Source: an optimization exercise on an open RTL-to-GDS flow (aim: small area). Production flows keep margins and buffers that such runs may drop. The RTL was checked by simulation tests, not by an equivalence proof against the original design. Power is estimated from default activity; no workload was simulated.

==> flow/design.v <==
module hvsync_generator(clk, reset, hsync, vsync, display_on, hpos, vpos);
  input clk;
  input reset;
  output hsync, vsync;
  output display_on;
  output reg [9:0] hpos;
  output reg [9:0] vpos;
  wire hmaxxed = (hpos == 799) || reset;
  wire vmaxxed = (vpos == 524) || reset;
  always @(posedge clk)
    if (hmaxxed)
      hpos <= 0;
    else
      hpos <= hpos + 1;
  always @(posedge clk)
    if (hmaxxed)
      if (vmaxxed)
        vpos <= 0;
      else
        vpos <= vpos + 1;
  assign hsync = (hpos >= 657) && (hpos <= 752);
  assign vsync = (hpos == 0) ? (vpos == 491 || vpos == 492)
                             : (vpos == 490 || vpos == 491);
  assign display_on = (hpos < 640) && (vpos < 480);
endmodule
module car_bitmap(yofs, xofs, bit_out);
  input [3:0] yofs;
  input [3:0] xofs;
  output bit_out;
  reg [7:0] bits;
  always @(*)
    case (yofs)
      4'd0:  bits = 8'b0;
      4'd1:  bits = 8'b1100;
      4'd2:  bits = 8'b11001100;
      4'd3:  bits = 8'b11111100;
      4'd4:  bits = 8'b11101100;
      4'd5:  bits = 8'b11100000;
      4'd6:  bits = 8'b1100000;
      4'd7:  bits = 8'b1110000;
      4'd8:  bits = 8'b110000;
      4'd9:  bits = 8'b110000;
      4'd10: bits = 8'b110000;
      4'd11: bits = 8'b1101110;
      4'd12: bits = 8'b11101110;
      4'd13: bits = 8'b11111110;
      4'd14: bits = 8'b11101110;
      default: bits = 8'b101110;
    endcase
  assign bit_out = bits[xofs[3] ? ~xofs[2:0] : xofs[2:0]];
endmodule
module racing_game_top(clk, reset, hsync, vsync, rgb, hpaddle_left, hpaddle_right, vpaddle);
  input clk;
  input reset;
  input hpaddle_left, hpaddle_right, vpaddle;
  output hsync, vsync;
  output [2:0] rgb;
  wire [9:0] hpos;
  wire [9:0] vpos;
  wire display_on;
  hvsync_generator hvsync_gen(
    .clk(clk),
    .reset(reset),
    .hsync(hsync),
    .vsync(vsync),
    .display_on(display_on),
    .hpos(hpos),
    .vpos(vpos)
  );
  wire h_rise = (hpos == 658);
  wire v_rise = (hpos == 2) && (vpos == 490);
  wire hmax   = (hpos == 799);
  reg [1:0] psel;
  reg [8:0] paddle_y;
  reg [8:0] ex1;       
  reg [8:0] enemy_y;
  reg enemy_dir;
  reg [7:0] speed;
  reg frame_collision;
  wire [4:0] track_row = {enemy_y[7:6] - 2'd1, enemy_y[5:3]};
  wire track_offside = (hpos[9:7]==3'b000) || (hpos[9:7]==3'b100);
  wire track_shoulder = (hpos[9:4]==6'b000111) || (hpos[9:4]==6'b100000);
  wire track_gfx = (vpos[7:3]!=track_row) && track_offside;
  always @(posedge clk)
    if (reset)
      paddle_y <= 0;
    else if (h_rise && !vpaddle)
      paddle_y <= vpos[8:0];
  wire pv = (vpos >= 361) && (vpos <= 376);
  wire ph = (psel == 2'b00) ? (hpos >= 314 && hpos <= 329) :
            (psel == 2'b01) ? (hpos >= 178 && hpos <= 193) :
                              (hpos >= 450 && hpos <= 465);
  wire [3:0] prow = vpos[3:0] + 4'd7;
  wire [3:0] pcol = hpos[3:0] + ((psel == 2'b00) ? 4'd6 : 4'd14);
  wire pbit;
  car_bitmap pcar(.yofs(prow), .xofs(pcol), .bit_out(pbit));
  wire player_gfx = pv && ph && pbit;
  reg [4:0] ecount;
  reg ewin;
  wire enemy_vstart = {1'b0,enemy_y} == vpos;
  wire enemy_hstart = {1'b0,ex1} == hpos;
  wire [3:0] ecol = hpos[3:0] - ex1[3:0] - 4'd1;
  wire ebit;
  car_bitmap ecar(.yofs(ecount[3:0]), .xofs(ecol), .bit_out(ebit));
  always @(posedge clk)
    if (reset)
      ecount <= 0;
    else if (ecount != 0) begin
      if (hmax)
        ecount <= ecount + 1;
    end else if (enemy_vstart)
      ecount <= 15;
  always @(posedge clk)
    ewin <= enemy_hstart || (ewin && ecol != 15);
  wire enemy_gfx = ecount[4] && ewin && ebit;
  wire enemy_hit_edge = (ex1 == 129) || (ex1 == 497);
  always @(posedge clk)
    if (reset) begin
      psel <= 2'b00;
      ex1 <= 321;
      enemy_y <= 320;
      enemy_dir <= 0;
      speed <= 31;
    end else if (v_rise) begin
      psel <= {!hpaddle_left && hpaddle_right, hpaddle_left};
      enemy_y <= enemy_y + {5'b0, speed[7:4]};
      if (enemy_hit_edge)
        enemy_dir <= !enemy_dir;
      if (enemy_dir ^ enemy_hit_edge)
        ex1 <= ex1 + 1;
      else
        ex1 <= ex1 - 1;
      if (frame_collision)
        speed <= 16;
      else if ({1'b0, speed} < ~paddle_y)
        speed <= (speed == 255) ? 8'd254 : speed + 1;
    end
  always @(posedge clk)
    if (reset)
      frame_collision <= 0;
    else if (player_gfx && (enemy_gfx || track_gfx))
      frame_collision <= 1;
    else if (v_rise)
      frame_collision <= 0;
  wire r = display_on && (player_gfx || enemy_gfx || track_shoulder);
  wire g = display_on && (player_gfx || track_gfx);
  wire b = display_on && (enemy_gfx || track_shoulder);
  assign rgb = {b,g,r};
endmodule
==> flow/run.sh <==
#!/bin/bash
# synth_recipe.tcl (not shown) runs the flow's synth.tcl, then flattens the netlist and writes it again
# the make line also repeats each setting of config.mk as NAME=value (left out here)
make -C /OpenROAD-flow-scripts/flow DESIGN_CONFIG=/design/flow/config.mk WORK_HOME=/design/flow/orfs CLKGATE_MAP_FILE= SYNTH_SCRIPT=/design/flow/synth_recipe.tcl finish
==> flow/config.mk <==
export PLATFORM = sky130hd
export DESIGN_NAME = racing_game_top
export DESIGN_NICKNAME = racing_game_top
export VERILOG_FILES = /design/flow/design.v
export SDC_FILE = /design/flow/constraint.sdc
export NUM_CORES = 4
export LEC_CHECK = 0
export CAP_MARGIN = 20
export CORE_MARGIN = 2
export CORE_UTILIZATION = 40
export SLEW_MARGIN = 20
==> flow/constraint.sdc <==
create_clock -name core_clock -period 10.0 [get_ports {clk}]
set_input_delay 2.0000 -clock core_clock [delete_from_list [all_inputs] [get_ports {clk}]]
set_output_delay 2.0000 -clock core_clock [all_outputs]
set_load 0.01 [all_outputs]
==> results of run 1 <==
[worst paths after layout]
kind | from | cells after the start | slack [ns] | endpoint
min | enemy_y[0] | 2 | 0.49 | enemy_y[0]
max reg2reg | ex1[5] | 11 | 6.52 | ex1[8]
min reg2reg | enemy_y[0] | 2 | 0.49 | enemy_y[0]
max | hvsync_gen.hpos[3] | 11 | 4.15 | rgb[0]
[synthesized netlist by cell type (8+ instances only)]
library cell / instances / area, µm²
a21oi_1: 43 / 215.2
and3_1: 9 / 56.30
clkbuf_1: 18 / 67.56
dfxtp_1: 61 / 1221
edfxtp_1: 10 / 300.3
ha_1: 46 / 575.6
inv_1: 37 / 138.9
mux2i_1: 21 / 210.2
nand2_1: 58 / 217.7
nand3_1: 22 / 110.1
nor2_1: 58 / 217.7
nor3_1: 20 / 100.1
o21ai_0: 21 / 105.1
or3_1: 8 / 50.05
xnor2_1: 25 / 219.0
xor2_1: 24 / 210.2
[flip-flops by register name, indices dropped and copies added (netlist names)]
name / cells
ecar.bits: 6
ecount: 5
enemy_dir: 1
enemy_y: 9
ewin: 1
ex1: 9
frame_collision: 1
hvsync_gen.hpos: 10
hvsync_gen.vpos: 10
paddle_y: 9
psel: 2
speed: 8
[layout make-up]
type / instances / share of cell area [%]
sequential: 71 / 26.99
timing repair buffer: 12 / 1.997
inverter: 38 / 2.530
clock buffer: 11 / 4.305
tap: 172 / 3.817
clock inverter: 5 / 1.021
multi-input combinational: 483 / 59.34
[cells by family after synthesis]
| group | count (synthesis) |
|---|---|
| AND/OR/NAND/NOR | 234 |
| adder cells (fa/ha/maj) | 49 |
| flip-flops | 71 |
| buffers and inverters | 71 |
| XOR/XNOR | 50 |
| multiplexers | 22 |
| AO/OA/AOI/OAI | 128 |
[power groups by stage]
stage	clock [µW]	combinational [µW]	sequential [µW]
after global placement	0	73.4	312
after global routing	344	86.5	307
after detailed placement	0	75.6	312
final	325	75.6	306
after CTS	334	75.9	306
after floorplan	0	64.8	304
[through the flow]
step,total power (µW),worst slack (ns),cells,hold WS [ns],util [%]
2_1_floorplan,368.7,5.445,625,0.4448,-
3_3_place_gp,385.4,4.680,776,0.4795,42.30
3_5_place_dp,387.9,4.536,776,0.4862,42.30
4_1_cts,715.7,4.149,792,0.4946,44.68
5_1_grt,738.2,3.886,792,0.5266,44.68
6_report,706.5,4.152,792,0.4930,44.68
[placed cells by master (no fill, tap or decap), types with 6 or more instances in the layout]
master           synthesis  layout
a21oi_1                 43      43
a31oi_1                  7       7
and3_1                   9       9
clkbuf_16                0       9
clkdlybuf4s50_1          0       9
dfxtp_1                 61      61
edfxtp_1                10      10
ha_1                    46      46
inv_1                   37      37
mux2i_1                 21      21
nand2_1                 58      58
nand2b_1                 6       6
nand3_1                 22      22
nand3b_1                 7       7
nand4_1                  7       7
nor2_1                  58      58
nor2b_1                  6       6
nor3_1                  20      20
o211ai_1                 6       6
o21ai_0                 21      21
o31ai_1                  6       6
or3_1                    8       8
xnor2_1                 25      25
xor2_1                  24      24
[worst min-delay path: cells and delay by family, from the launching register on]
family	cells	cell delay, ns
and+or+nand+nor	1	0.06
DFF	1	0.33
AOI/OAI and AO/OA	1	0.05
[metal layers]
metal	track usage (%)	vias to the layer above	share of wire, %
met5	0	-	0
met4	7.078	0	1.7
met3	3.295	18	2.6
met2	32.30	51	50
met1	23.23	2054	46
li1	-	2191	-
==> run summary, run 1 <==
- Core area: 12620 µm²
- Clock tree synthesis inserted a total of 9 buffers.
* Largest net degree at the start of global routing: 39
* Critical path class: register to output pin
- In this run, post-CTS hold repair placed 0 buffers.
- Post-synthesis xor/xnor area fraction: 8.739%
- Final wirelength: 12320 µm
* Drc violations: 0
- The internal power of the cells totals 526.3 µW.
- Share of synthesized registers carrying an async set or reset: 0%
* Crit path max-delay cell type: xor2_1
* Final min period: 5.848 ns
- # nets final: 669
* Area fraction in and, or, nand and nor cells after synthesis: 23.26%
- Combinational cells account for 10.7% of the total power.
- Pin placement for this block handled 10 I/O pins.
- Final Max Slew Viols: 0
* Starting utilization of the core area: 40.96%
- Setup fix buffers added after clock tree synthesis: 0
* Final worst-path cycle share: 58.48%
- Clock power frac: 45.9%
* Main flop type after synthesis: dfxtp_1
- Worst path buffer plus inverter count: 1
* Estimated wirelength of the detail-placed design: 8961 µm
- Psw: 180.2 µW
* Worst-Skew Late Latency: 0.34 ns
- The total overflow left after global routing is 0.
- Layout Area Growth over Synthesis: 9.078%
- Summing every instance area after synthesis gives 5169 µm².
- In this run the vertical extent of the chip is 117.7 µm.
- Number of antenna cells inserted: 0
- In this run the tool buffered the top-level ports with 9 buffer cells.
- In this run the horizontal extent of the chip is 117.7 µm.
* Slew at the pin closest to its max-slew limit: 0.8718 ns
- Sequential share of power: 43.4%
- Peak supply drop: 0.00009523 V
* Setup Skew: 0.008787 ns
- Storage cell area: 1521 µm²
- The die covers 13850 µm².
- TritonCTS clock tree: yes
* WP data required: 8.00 ns
* Worst rel slew slack: 41.24%
* Number of antenna violations at the first check in global routing: 0
- Total global routing track utilization: 18.72%
- The number of hold-slack violations in the final timing report is 0.
* Family with the most delay on the worst path: XOR/XNOR gates
- In the final layout, the multi-input gates occupy 3346 µm².
- The tool flagged a number of max-cap violations equal to 0.
- The synthesized netlist devotes 16.15% of its cell area to compound gates.
* Slowest Stage Delay on Critical Path: 0.74 ns
* Routed wire per std cell: 15.56 µm
* Layout cells sized above 1: 5.645%
- Endpoint arrival time on the critical path: 3.85 ns
- Areal power density over the cells: 125.3 nW/µm²
- Outcome: finished clean
* Multiplexer area fraction after synthesis: 4.285%
* Layout fillers: 1293
* Clock sinks: 71
- Switching Fraction: 25.50%
- Yosys synthesis warning count: 3
* Final number of setup-violating endpoints: 0
* Capturing element type of the critical path: output pin
* CTS clock-pin slew for the worst setup and hold paths: 0.06 ns
- Via count: 4314
* Category of the worst setup path launch point: register
- After the first detailed-routing iteration, the DRC count stood at 292.
- Setup total negative slack on the finished layout was measured at 0 ns.
- Peak clock frequency supported by timing: 0.1710 GHz
* Share of synthesized cell area in full adder, half adder and majority cells: 12.30%
* Total number of placement rows: 41
* Leakage power figure: 0.002203 µW
- Net Count, Synth: 679
- The H-tree was split into 3 levels.
* Setup repair after global routing missed its margin: no
* Number of enable-type register cells in the synthesized netlist: 10
* Number of gates resized after cts: 0
- Counting along the longest clock path gives a buffer depth of 2.
* Number of nets with antenna violations after detailed routing: 0
* Number of optimization iterations in the first detailed-route pass: 4
- The first global-routing pass estimated 21220 µm of wire.
* Seq cells post-synth: 71
* Syn Area/Cell: 8.270 µm²
* Largest fanout of any net on the critical path: 12
- CP Cell Sequence: xor2_1 > and3_1 > nor2_1 > ha_1 > nand3b_1 > a2111o_1 > nand2_1 > a31o_2 > o21a_1 > nand2b_1 > clkdlybuf4s50_1
- By area, the combinational part of the netlist is dominated by simple AND/OR/NAND/NOR gates.
- Average via count per standard cell: 5.447
- The number of global-route vias before repair is 4301.
* Post-synthesis cell count: 625
* Part of the Yosys area used for sequential elements: 29.44%
- Min-delay worst type: register to register
- Area after DPL: 5338 µm²
- Counting distinct cell types in the post-synthesis netlist gives 75.
* Final Cell Area: 5638 µm²
- Library cell used as clock root buffer: clkbuf_16
- Routability-driven placement finished with a final weighted congestion of 0.8273.
==> run 2, diff against run 1 <==
--- a/flow/config.mk
+++ b/flow/config.mk
@@ -8,4 +8,5 @@
 export CAP_MARGIN = 20
 export CORE_MARGIN = 2
 export CORE_UTILIZATION = 40
+export CTS_BUF_LIST = sky130_fd_sc_hd__clkbuf_2 sky130_fd_sc_hd__clkbuf_4
 export SLEW_MARGIN = 20
==> run 2 against run 1 <==
Routed wire length down 0.15%. Maximum frequency down 2.2%. Synthesized cell count unchanged. Via count up 0.53%. Critical path type unchanged.
==> run summary, run 2 <==
- Leakage power figure: 0.002132 µW (was 0.002203 µW)
- The number of clock sinks came to 71 (unchanged).
- Number of enable-type register cells in the synthesized netlist: 10 (unchanged)
* Share of total power in combinational logic: 13.3% (was 10.7%)
* Register-to-register setup slack: 6.53 ns (was 6.52 ns)
* Die width: 117.7 µm (unchanged)
* Largest fanout of any net on the critical path: 12 (unchanged)
* Starting utilization of the core area: 40.96% (unchanged)
- Number of antenna cells inserted: 0 (unchanged)
* Share of the synthesized area in compound gates (AO/OA/AOI/OAI): 16.15% (unchanged)
* Yosys synthesis warning count: 3 (unchanged)
* Biggest registers after layout: hvsync_gen.hpos: 10 flops, hvsync_gen.vpos: 10 flops (unchanged)
- Vias in the first global route: 4289 (was 4301)
* Most area-hungry cell type in the Yosys netlist: dfxtp_1 (unchanged)
* Die area: 13850 µm² (unchanged)
* Final worst-path cycle share: 59.79% (was 58.48%)
* Total global routing track utilization: 18.57% (was 18.72%)
- The buffer levels on the longest clock path is 2 (unchanged).
- The critical path launch point type is a register (unchanged).
- The number of filler cells placed in the layout is 1315 (was 1293).
* Final min period: 5.979 ns (was 5.848 ns)
* Layout Area Growth over Synthesis: 5.907% (was 9.078%)
- The chip height came to 117.7 µm (unchanged).
- The launching instance or port of the critical path is hvsync_gen.hpos[3] (unchanged).
- The total number of H-tree levels came to 3 (unchanged).
- Number of nets with antenna violations after detailed routing: 0 (unchanged)
- The internal power was 404.3 µW (was 526.3 µW).
* Number of antenna violations at the first check in global routing: 0 (unchanged)
* Wire length of the first global-routing pass: 21130 µm (was 21220 µm)
* Outcome: finished clean (unchanged)
* Placer's final routability congestion estimate: 0.8273 (unchanged)
- The relative slew slack came to 40.31% (was 41.24%).
- CP Cell Sequence: xor2_1 > and3_1 > nor2_1 > ha_1 > nand3b_1 > a2111o_1 > nand2_1 > a31o_2 > o21a_1 > nand2b_1 > clkdlybuf4s50_1 (unchanged).
* Clock power frac: 33.0% (was 45.9%)
* Average via count per standard cell: 5.476 (was 5.447)
- Syn Area/Cell: 8.270 µm² (unchanged)
* Number of optimization iterations in the first detailed-route pass: 4 (unchanged)
* Switching Fraction: 29.00% (was 25.50%)
* Final global-route overflow total: 0 (unchanged)
- The post-synth net total came to 679 (unchanged).
* Layout cells sized above 1: 5.645% (unchanged)
- Peak clock frequency supported by timing: 0.1673 GHz (was 0.1710 GHz)
- The number of max-slew violations in the final report is 0 (unchanged).
* Final core utilization: 43.38% (was 44.68%)
- TritonCTS clock tree: yes (unchanged)
* Endpoint arrival time on the critical path: 3.98 ns (was 3.85 ns)
* Leading post-synthesis cells by cell area: dfxtp_1 24%, ha_1 11%, edfxtp_1 5.8% (unchanged)
- Via count: 4337 (was 4314)
- The maximum number of pins on one net before global-route repair came to 39 (unchanged).
- Setup repair after global routing missed its margin: no (unchanged).
* Main flop type after synthesis: dfxtp_1 (unchanged)
- # nets final: 669 (unchanged)
- Share of the synthesized area in the top cell type: 23.63% (unchanged)
* Peak supply drop: 0.00007479 V (was 0.00009523 V)
* Library cell used as clock root buffer: clkbuf_4 (was clkbuf_16)
* Startpoint of the lowest-slack register-to-register path: ex1[5] (unchanged)
- Post-synthesis cell type count: 75 (unchanged)
- The sequential power share is 53.7% (was 43.4%).
* Crit path max-delay cell type: xor2_1 (unchanged)
- Setup fix buffers added after clock tree synthesis: 0 (unchanged)
- The area of the mapped netlist came to 5169 µm² (unchanged).
* WP data required: 8.00 ns (about the same)
* Number of gates resized after cts: 0 (unchanged)
- The violation count after the first detailed-routing iteration is 273 (was 292).
- Total number of placement rows: 41 (unchanged)
- The clock insertion delay at the later pin of the skew report came to 0.44 ns (was 0.34 ns).
- The power density of the placed cells was 104.0 nW/µm² (was 125.3 nW/µm²).
* Top-level I/O count: 10 (unchanged)
- Post-synthesis cell count: 625 (unchanged)
- The reported max-cap violation count came to 0 (unchanged).
* Most frequent cell after synthesis: dfxtp_1 (unchanged)
- Min-delay worst type: register to register (unchanged)
- The share of async-settable or async-resettable flops after synthesis came to 0% (unchanged).
* Setup Skew: 0.01571 ns (was 0.008787 ns)
- The area of the core region is 12620 µm² (unchanged).
- Commonest cells after routing, fill and taps aside: 61 x dfxtp_1, 58 x nor2_1, 58 x nand2_1 (unchanged)
- Part of the Yosys area used for sequential elements: 29.44% (unchanged)
- The summed negative setup slack over all endpoints came to 0 ns (unchanged).
- Estimated wirelength of the detail-placed design: 8961 µm (unchanged)
* Most common library cells after synthesis: 61 x dfxtp_1, 58 x nand2_1, 58 x nor2_1 (unchanged)
* Critical path class: register to output pin (unchanged)
- Drc violations: 0 (unchanged)
- The clock-pin slew reported for the worst setup and hold paths after clock tree synthesis is 0.12 ns (was 0.06 ns).
- The net switching power figure came to 165.2 µW (was 180.2 µW).
* Clock buffers created by TritonCTS: 9 (unchanged)
- Startpoint of the tightest hold check path: enemy_y[0] (unchanged)
- The maximum cell stage delay along the critical path came to 0.75 ns (was 0.74 ns).
* Final wirelength: 12300 µm (was 12320 µm)
* Count of final hold-check violations: 0 (unchanged)
* Post-synthesis xor/xnor area fraction: 8.739% (unchanged)
- Largest family of logic cells by synthesized area: simple AND/OR/NAND/NOR gates (unchanged)
* IO Port Bufs: 9 (unchanged)
- Area fraction in and, or, nand and nor cells after synthesis: 23.26% (unchanged)
- The number of hold buffers added after cts was 0 (unchanged).
- Slew at the pin closest to its max-slew limit: 0.8856 ns (was 0.8718 ns)
- The commonest non-fill, non-tap cell in the layout is dfxtp_1 (unchanged).
- Routed wire per std cell: 15.53 µm (was 15.56 µm)
- The number of setup violations in the final report came to 0 (unchanged).
- Seq cells post-synth: 71 (unchanged)
- Multiplexer area fraction after synthesis: 4.285% (unchanged)
- The area share of fa/ha/maj cells after synthesis came to 12.30% (unchanged).
* Capturing element type of the critical path: output pin (unchanged)
-- run 2: cell types whose count changed in the layout (fill, tap and decap cells not counted) --
cell	previous run	this run
clkbuf_1	1	0
clkbuf_4	0	10
clkbuf_16	9	0
clkinv_1	1	2
clkbuf_8	1	0
-- run 2: final timing paths --
| check | endpoint | cells past startpoint |
|---|---|---|
| worst max-delay path | rgb[0] | 11 |
| worst min-delay path | enemy_y[0] | 2 |
| worst max register to register | ex1[8] | 11 |
| worst min register to register | enemy_y[0] | 2 |
-- run 2: final cells by class --
class	instances	area [µm²]	share of cell area, %
clock inverter	6	61.31	1.120
clock buffer	10	75.07	1.371
timing repair buffer	12	112.6	2.057
sequential	71	1521	27.79
inverter	38	142.6	2.606
multi-input combinational	483	3346	61.12
tap	172	215.2	3.931
-- run 2: power groups by stage --
| stage | registers, µW | logic [µW] | clock network (µW) |
|---|---|---|---|
| 2_1_floorplan | 304 | 64.8 | 0 |
| 3_3_place_gp | 312 | 73.4 | 0 |
| 3_5_place_dp | 312 | 75.6 | 0 |
| 4_1_cts | 306 | 75.9 | 194 |
| 5_1_grt | 307 | 86.5 | 205 |
| 6_report | 306 | 75.7 | 188 |
-- run 2: stage by stage --
| step | instance area [µm²] | hold WS, ns | power (µW) | setup slack (ns) | cells |
|---|---|---|---|---|---|
| 6_report | 5474 | 0.5023 | 569.5 | 4.021 | 792 |
| 5_1_grt | 5474 | 0.5366 | 598.5 | 3.755 | 792 |
| 4_1_cts | 5474 | 0.5043 | 575.5 | 4.026 | 792 |
| 3_5_place_dp | 5338 | 0.4862 | 387.9 | 4.536 | 776 |
| 3_3_place_gp | 5338 | 0.4795 | 385.4 | 4.680 | 776 |
| 2_1_floorplan | 5169 | 0.4448 | 368.7 | 5.445 | 625 |
-- run 2: kinds of logic after synthesis --
| logic type | Yosys count |
|---|---|
| flip-flops | 71 |
| multiplexers | 22 |
| AO/OA/AOI/OAI | 128 |
| AND/OR/NAND/NOR | 234 |
| XOR/XNOR | 50 |
| adder cells (fa/ha/maj) | 49 |
| buffers and inverters | 71 |
-- run 2: worst max-delay path, delay by kind of cell, from the launching register on --
family	cells	cell delay, ns
XOR/XNOR	1	0.75
adder cells (fa/ha/maj)	1	0.32
AO/OA/AOI/OAI	3	0.58
buffers and inverters	1	0.53
flip-flops	1	0.62
AND/OR/NAND/NOR	5	0.74
-- run 2: routing by layer --
layer,GRT usage [%],vias to the layer above,part of all wire [%]
li1,-,2192,-
met1,23.26,2065,46
met2,32.63,63,50
met3,3.391,17,2.5
met4,5.120,0,1.5
met5,0,-,0
==> run 3, diff against run 2 <==
--- a/flow/design.v
+++ b/flow/design.v
@@ -5,19 +5,18 @@
   output display_on;
   output reg [9:0] hpos;
   output reg [9:0] vpos;
-  wire hmaxxed = (hpos == 799) || reset;
-  wire vmaxxed = (vpos == 524) || reset;
+  wire hmax = (hpos == 799);
+  wire vmax = (vpos == 524);
   always @(posedge clk)
-    if (hmaxxed)
+    if (reset || hmax)
       hpos <= 0;
     else
       hpos <= hpos + 1;
   always @(posedge clk)
-    if (hmaxxed)
-      if (vmaxxed)
-        vpos <= 0;
-      else
-        vpos <= vpos + 1;
+    if (reset || (hmax && vmax))
+      vpos <= 0;
+    else
+      vpos <= vpos + {9'b0, hmax};
   assign hsync = (hpos >= 657) && (hpos <= 752);
   assign vsync = (hpos == 0) ? (vpos == 491 || vpos == 492)
                              : (vpos == 490 || vpos == 491);
@@ -83,9 +82,12 @@
   wire track_gfx = (vpos[7:3]!=track_row) && track_offside;
   always @(posedge clk)
     if (reset)
-      paddle_y <= 0;
+      paddle_y[8] <= 0;
     else if (h_rise && !vpaddle)
-      paddle_y <= vpos[8:0];
+      paddle_y[8] <= vpos[8];
+  always @(posedge clk)
+    if (h_rise && !vpaddle)
+      paddle_y[7:0] <= vpos[7:0];
   wire pv = (vpos >= 361) && (vpos <= 376);
   wire ph = (psel == 2'b00) ? (hpos >= 314 && hpos <= 329) :
             (psel == 2'b01) ? (hpos >= 178 && hpos <= 193) :
@@ -117,24 +119,41 @@
   always @(posedge clk)
     if (reset) begin
       psel <= 2'b00;
-      ex1 <= 321;
-      enemy_y <= 320;
       enemy_dir <= 0;
-      speed <= 31;
     end else if (v_rise) begin
       psel <= {!hpaddle_left && hpaddle_right, hpaddle_left};
-      enemy_y <= enemy_y + {5'b0, speed[7:4]};
       if (enemy_hit_edge)
         enemy_dir <= !enemy_dir;
-      if (enemy_dir ^ enemy_hit_edge)
-        ex1 <= ex1 + 1;
-      else
-        ex1 <= ex1 - 1;
-      if (frame_collision)
-        speed <= 16;
-      else if ({1'b0, speed} < ~paddle_y)
-        speed <= (speed == 255) ? 8'd254 : speed + 1;
     end
+  always @(posedge clk)
+    if (reset)
+      enemy_y <= 320;
+    else
+      enemy_y <= enemy_y + {5'b0, speed[7:4] & {4{v_rise}}};
+  wire ex_up = enemy_dir ^ enemy_hit_edge;
+  wire [9:0] ex_t;
+  assign ex_t[0] = v_rise;
+  genvar gi;
+  generate
+    for (gi = 0; gi < 9; gi = gi + 1) begin : exs
+      assign ex_t[gi+1] = ex_t[gi] & (ex1[gi] ~^ ex_up);
+    end
+  endgenerate
+  always @(posedge clk)
+    if (reset)
+      ex1 <= 321;
+    else
+      ex1 <= ex1 ^ ex_t[8:0];
+  wire speed_up = v_rise && !frame_collision && ({1'b0, speed} < ~paddle_y);
+  wire [7:0] speed_inc = speed + {7'b0, speed_up};
+  wire speed_top = speed_up && (speed == 255);
+  always @(posedge clk)
+    if (reset)
+      speed <= 31;
+    else if (v_rise && frame_collision)
+      speed <= 16;
+    else
+      speed <= speed_inc | {{7{speed_top}}, 1'b0};
   always @(posedge clk)
     if (reset)
       frame_collision <= 0;
--- a/flow/config.mk
+++ b/flow/config.mk
@@ -8,5 +8,4 @@
 export CAP_MARGIN = 20
 export CORE_MARGIN = 2
 export CORE_UTILIZATION = 40
-export CTS_BUF_LIST = sky130_fd_sc_hd__clkbuf_2 sky130_fd_sc_hd__clkbuf_4
 export SLEW_MARGIN = 20
==> run 3 against run 2 <==
Routed wire length down 0.80%. Hold slack better by 0.019 ns. Largest cell class unchanged. Worst setup slack better by 0.36 ns.
==> run summary, run 3 <==
- Peak clock frequency supported by timing: 0.1781 GHz (was 0.1673 GHz)
- Routed wire per std cell: 16.25 µm (was 15.53 µm)
- The total number of yosys warnings came to 3 (unchanged).
- Hold-fix buffers, CTS: 0 (unchanged)
- Placer's final routability congestion estimate: 0.8930 (was 0.8273)
- Number of antenna violations at the first check in global routing: 0 (unchanged)
* Count of final hold-check violations: 0 (unchanged)
- Areal power density over the cells: 115.2 nW/µm² (was 104.0 nW/µm²)
- Layout cells sized above 1: 6.690% (was 5.645%)
* Setup fix buffers added after clock tree synthesis: 0 (unchanged)
* Top-level I/O count: 10 (unchanged)
- Seq cells post-synth: 71 (unchanged)
- The number of setup violations in the final report was 0 (unchanged).
- The cell with the most instances after synthesis was dfxtp_1 (unchanged).
- Setup Skew: 0.006854 ns (was 0.01571 ns)
- Post-synthesis cell type count: 78 (was 75)
- Total number of placement rows: 40 (was 41)
- The launching instance or port of the critical path was hvsync_gen.vpos[1] (was hvsync_gen.hpos[3]).
- Critical path class: register to output pin (unchanged)
- Clock sinks: 71 (unchanged)
* Area of the mapped netlist: 5026 µm² (was 5169 µm²)
- The leakage power of the design is 0.002225 µW (was 0.002132 µW).
- CTS H-tree lvls: 3 (unchanged)
- The worst min-delay path startpoint is psel[0] (was enemy_y[0]).
- Startpoint of the lowest-slack register-to-register path: hvsync_gen.vpos[7] (was ex1[5])
* Number of enable-type register cells in the synthesized netlist: 8 (was 10)
- The endpoint kind of the worst setup timing path is an output pin (unchanged).
- The clock insertion delay at the later pin of the skew report is 0.34 ns (was 0.44 ns).
- Final min period: 5.615 ns (was 5.979 ns)
* WP data required: 8.00 ns (about the same)
- The library cell occupying the most area in the post-synthesis netlist is dfxtp_1 (unchanged).
* Largest fanout of any net on the critical path: 12 (unchanged)
- Starting utilization of the core area: 41.33% (was 40.96%)
- The reported max-cap violation count came to 0 (unchanged).
- The CTS root buffer is clkbuf_16 (was clkbuf_4).
- Most common library cells after synthesis: 63 x dfxtp_1, 50 x nor2_1, 44 x ha_1, 44 x nand2_1, 31 x inv_1 (was 61 x dfxtp_1, 58 x nand2_1, 58 x nor2_1).
- The slew at the pin with the worst max-slew slack is 0.7430 ns (was 0.8856 ns).
* Final worst-path cycle share: 56.15% (was 59.79%)
* Max clock buf depth: 2 (unchanged)
- Min-delay worst type: register to register (unchanged)
- Number of nets with antenna violations after detailed routing: 0 (unchanged)
- The number of diodes added for antenna fixing is 0 (unchanged).
- The relative slew slack is 50.14% (was 40.31%).
* Vias in the first global route: 4067 (was 4289)
- Via count: 4132 (was 4337)
* Number of gates resized after cts: 0 (unchanged)
* Biggest registers after layout: hvsync_gen.hpos: 10 flops, hvsync_gen.vpos: 10 flops (unchanged)
- The area enclosed by the die boundary is 13480 µm² (was 13850 µm²).
* Most common library cell in the layout ignoring fill and taps: dfxtp_1 (unchanged)
- Final Max Slew Viols: 0 (unchanged)
- IO Port Bufs: 9 (unchanged)
- The mean number of vias per cell came to 5.502 (was 5.476).
- Net Count, Synth: 638 (was 679)
* Part of the Yosys area used for sequential elements: 29.87% (was 29.44%)
- Share of synthesized registers carrying an async set or reset: 0% (unchanged)
- The clock-pin slew reported for the worst setup and hold paths after clock tree synthesis was 0.06 ns (was 0.12 ns).
* Main flop type after synthesis: dfxtp_1 (unchanged)
- Wire length of the first global-routing pass: 20660 µm (was 21130 µm)
- The area of the core region came to 12160 µm² (was 12620 µm²).
* Die height: 116.1 µm (was 117.7 µm)
- The summed negative setup slack over all endpoints was 0 ns (unchanged).
* Layout Area Growth over Synthesis: 8.663% (was 5.907%)
- The mean cell area of the mapped netlist came to 8.562 µm² (was 8.270 µm²).
- Post-synthesis cell count: 587 (was 625)
- Outcome: finished clean (unchanged)
* TritonCTS clock tree: yes (unchanged)
- Clock buffers created by TritonCTS: 9 (unchanged)
* Number of design-rule violations left by the first detailed-router iteration: 247 (was 273)
- Total global routing track utilization: 19.78% (was 18.57%)
- Final global-route overflow total: 0 (unchanged)
- The signal arrival time at the worst endpoint came to 3.61 ns (was 3.98 ns).
* Peak supply drop: 0.00006010 V (was 0.00007479 V)
* Setup repair after global routing missed its margin: no (unchanged)
* Hold Worst Slack: 0.5212 ns (was 0.5023 ns)
- The number of nets in the layout came to 629 (was 669).
- Largest net degree at the start of global routing: 26 (was 39)
- Share of the synthesized area in the top cell type: 25.09% (was 23.63%)
- Final wirelength: 12200 µm (was 12300 µm)
* Final core utilization: 44.91% (was 43.38%)
* Category of the worst setup path launch point: register (unchanged)
* Drc violations: 0 (unchanged)
* Estimated wirelength of the detail-placed design: 8916 µm (was 8961 µm)
- Leading post-synthesis cells by cell area: dfxtp_1 25%, ha_1 11%, xor2_1 5.2% (was dfxtp_1 24%, ha_1 11%, edfxtp_1 5.8%).
- Die width: 116.1 µm (was 117.7 µm)
- Commonest cells after routing, fill and taps aside: 63 x dfxtp_1, 50 x nor2_1, 44 x nand2_1, 44 x ha_1, 31 x inv_1 (was 61 x dfxtp_1, 58 x nor2_1, 58 x nand2_1).
- The detailed-router iteration count before antenna repair is 5 (was 4).
## run 3: cell count changes after synthesis, sizes merged, moves of 7 or more
cell   previous run  this run
a21oi            43        26
mux2i            21         9
nand2            59        44
nand4             8        15
nor2             59        50
## run 3: kinds of logic after synthesis
family / synth area share, %
flip-flops: 29.87
buffers and inverters: 5.676
AO/OA/AOI/OAI: 13.47
adder cells (fa/ha/maj): 11.75
XOR/XNOR: 10.65
AND/OR/NAND/NOR: 25.67
multiplexers: 2.913
## run 3: power breakdown
group	total [µW]	internal (µW)	switching, µW
Sequential	293	288	4.48
Clock	289	166	123
Combinational	46.6	21.7	24.9
## run 3: final timing paths
kind | end | slack, ns | depth (start not counted)
setup / recovery | rgb[1] | 4.39 | 13
hold / removal | psel[0] | 0.52 | 2
setup reg to reg | enemy_y[8] | 6.46 | 12
hold reg to reg | psel[0] | 0.52 | 2
## run 3: cell type report
cell class	count	area (µm²)
clock buffer	12	236.5
tap	168	210.2
inverter	33	123.9
clock inverter	4	22.52
multi-input combinational	449	3239
fill	1179	6700
sequential	71	1501
timing repair buffer	14	127.6
## run 3: layer usage
layer | global-route usage [%] | routed length (µm) | vias to the layer above
met2 | 30.68 | 5515 | 71
met1 | 26.80 | 5885 | 1966
li1 | - | - | 2079
met3 | 5.241 | 553 | 16
met5 | 0 | 0 | -
met4 | 6.746 | 248 | 0
## run 3: metrics by stage
step                instances  power, µW  setup WS [ns]  cell area [µm²]
global placement          735      343.6          4.852             5202
floorplan                 587      334.1          5.264             5026
global route              751      656.5          4.050             5461
CTS                       751      636.3          4.391             5461
finish                    751      629.0          4.385             5461
detailed placement        735      345.2          4.765             5202
## run 3: critical path: stages, from the launching register on
cell,delay (ns)
dfxtp_1,0.58
inv_1,0.18
ha_1,0.25
inv_1,0.09
ha_1,0.18
inv_1,0.08
ha_1,0.30
nor2_1,0.05
a211oi_1,0.23
mux2i_1,0.10
mux2i_1,0.16
o221ai_1,0.24
a21oi_1,0.27
clkdlybuf4s50_1,0.58

[re-timing with driven ports]
Ports are ideal in the flow. The routed layouts listed here were re-timed in OpenROAD.
Step 1 assumes that a clkbuf_16 drives the clock port and a buf_2 every other input.
Step 2 adds t to the input delays and takes it off the output delays; t is the mean of the earliest and latest rising clock arrival at the registers after step 1. Input paths then give back, and output paths get back, about the clock's delay inside the block.
a / b / c = ideal / step 1 / step 2; a / b = the first two.
| run | t (ns) | slack for setup (ns) | worst setup path after step 2 | latest minus earliest clock arrival (ns) | cell pins on the clock port's net |
|---|---|---|---|---|---|
| run 1 | 0.371 | 4.152 / 4.114 / 4.486 | register to output | 0.009 / 0.009 | 1 |
| run 2 | 0.461 | 4.021 / 3.990 / 4.451 | register to output | 0.015 / 0.016 | 1 |
| run 3 | 0.381 | 4.385 / 4.345 / 4.726 | register to output | 0.007 / 0.007 | 1 |
After both steps setup and hold are still met in every run listed.
